This design comes from an exercise in tuning for small area and a short achievable clock period on the open sky130 flow, not from production work. The RTL was checked by simulation tests, not by an equivalence proof against the original design.

## old
==> flow/design.v (excerpt) <==
module opo_locking #(
	parameter integer CART_LENGTH = 24,
	parameter integer SINUSOID_LENGTH = 16,
	parameter integer ADC_LENGTH = 14,
	parameter integer COUNTER_LENGTH = 32,
	parameter integer UPPERBOUND_COUNTOUT = 15,
	parameter integer LOWERBOUND_COUNTOUT = 6
)(
input wire [ADC_LENGTH-1:0]adc_dat_a_i,
input wire [ADC_LENGTH-1:0]adc_dat_b_i,
input wire clk,
input wire user_cntr,
input wire rst,
input wire [COUNTER_LENGTH-1:0]inc_in,
input wire sinc_in,
output wire [CART_LENGTH-1:0]x_out,
output wire [CART_LENGTH-1:0]y_out,
output wire [SINUSOID_LENGTH-1:0]cos_out,
output wire [SINUSOID_LENGTH-1:0]sin_out
);
genvar gi;
reg g1, g2, g3;
reg state;
always @(posedge clk or negedge rst) begin
	if (!rst) begin
		g1 <= 1'b0;
		state <= 1'b1;
	end else begin
		g1 <= 1'b1;
		state <= ~state;
	end
end
always @(posedge clk) begin
	g2 <= g1;
	g3 <= g2;
end
reg [13:0] adc_a, adc_b;
always @(posedge clk) begin
	adc_a <= {adc_dat_a_i[13], ~adc_dat_a_i[12:0]};
	adc_b <= {adc_dat_b_i[13], ~adc_dat_b_i[12:0]};
end
wire [13:0] sig_d = g1 ? (user_cntr ? adc_a : adc_b) : 14'd0;
wire [6:0] be_neg, be_one, be_two;
assign be_neg[0] = sig_d[1];
assign be_one[0] = sig_d[0] ^ 1'b0;
assign be_two[0] = (sig_d[1] & ~sig_d[0] & ~1'b0) | (~sig_d[1] & sig_d[0] & 1'b0);
assign be_neg[1] = sig_d[3];
assign be_one[1] = sig_d[2] ^ sig_d[1];
assign be_two[1] = (sig_d[3] & ~sig_d[2] & ~sig_d[1]) | (~sig_d[3] & sig_d[2] & sig_d[1]);
assign be_neg[2] = sig_d[5];
assign be_one[2] = sig_d[4] ^ sig_d[3];
assign be_two[2] = (sig_d[5] & ~sig_d[4] & ~sig_d[3]) | (~sig_d[5] & sig_d[4] & sig_d[3]);
assign be_neg[3] = sig_d[7];
assign be_one[3] = sig_d[6] ^ sig_d[5];
assign be_two[3] = (sig_d[7] & ~sig_d[6] & ~sig_d[5]) | (~sig_d[7] & sig_d[6] & sig_d[5]);
assign be_neg[4] = sig_d[9];
assign be_one[4] = sig_d[8] ^ sig_d[7];
assign be_two[4] = (sig_d[9] & ~sig_d[8] & ~sig_d[7]) | (~sig_d[9] & sig_d[8] & sig_d[7]);
assign be_neg[5] = sig_d[11];
assign be_one[5] = sig_d[10] ^ sig_d[9];
assign be_two[5] = (sig_d[11] & ~sig_d[10] & ~sig_d[9]) | (~sig_d[11] & sig_d[10] & sig_d[9]);
assign be_neg[6] = sig_d[13];
assign be_one[6] = sig_d[12] ^ sig_d[11];
  ...
For scale: ~10,000 cells after synthesis, ~790 flip-flops, about 140 I/O pins, ~79,000 µm² of cells after synthesis.
Settings: LEC_CHECK=0, ABC_AREA=1, CAP_MARGIN=20, CORE_MARGIN=2, CORE_UTILIZATION=40, SLEW_MARGIN=20, SYNTH_MEMORY_MAX_BITS=65536; clock period 11.0 ns.
standard.sh (not shown) runs the stock make flow with config.mk's settings and CLKGATE_MAP_FILE= SYNTH_SCRIPT=/design/flow/synth_recipe.tcl, a recipe that flattens the netlist after the stock synthesis.
==> flow/flow/run.sh <==
#!/bin/bash
# Standard layout, used to inspect the work folder.
set -e
ls -la > ls.log 2>&1
cat standard.sh > standard_copy.log
bash standard.sh > standard.log 2>&1
old did not stop at any stage, and its layout met the timing, DRC and antenna checks.
#### Input delta (new over old)
==> flow/run.sh (new file) <==
#!/bin/bash
# synth_recipe.tcl (not shown) runs the flow's synth.tcl, then flattens the netlist and writes it again
# the make line also repeats each setting of config.mk as NAME=value (left out here)
make -C /OpenROAD-flow-scripts/flow DESIGN_CONFIG=/design/flow/config.mk WORK_HOME=/design/flow/orfs CLKGATE_MAP_FILE= SYNTH_SCRIPT=/design/flow/synth_recipe.tcl finish
removed: flow/flow/run.sh
removed: flow/standard.sh
Findings:
new closes out successfully: all stages finished, all timing, DRC and antenna checks passed. From old to new, core utilization did not move at all. Any difference in share of cells above drive strength 1 between new and old is small enough to ignore. new -> old: initial core utilization delta 0, exact match. Reported for new and old, cell depth of the worst hold path turned out identical to the last digit.

-- re-timing with driven ports --
Ports are ideal in the flow. The routed layouts listed here were re-timed in OpenROAD.
Step 1 assumes that a clkbuf_16 drives the clock port and a buf_2 every other input.
Step 2 also shifts input and output timing later by t, the mid clock arrival at the registers, as if the neighbouring blocks saw the same clock.
a / b / c = no drivers / after step 1 / after step 2; a / b = the first two.
run | shift t [ns] | setup WS [ns] | worst setup path at the end
old | 0.843 | 5.403 / 5.403 / 5.403 | register to register
new | 0.843 | 5.403 / 5.403 / 5.403 | register to register
After both steps every run listed still meets setup and hold.
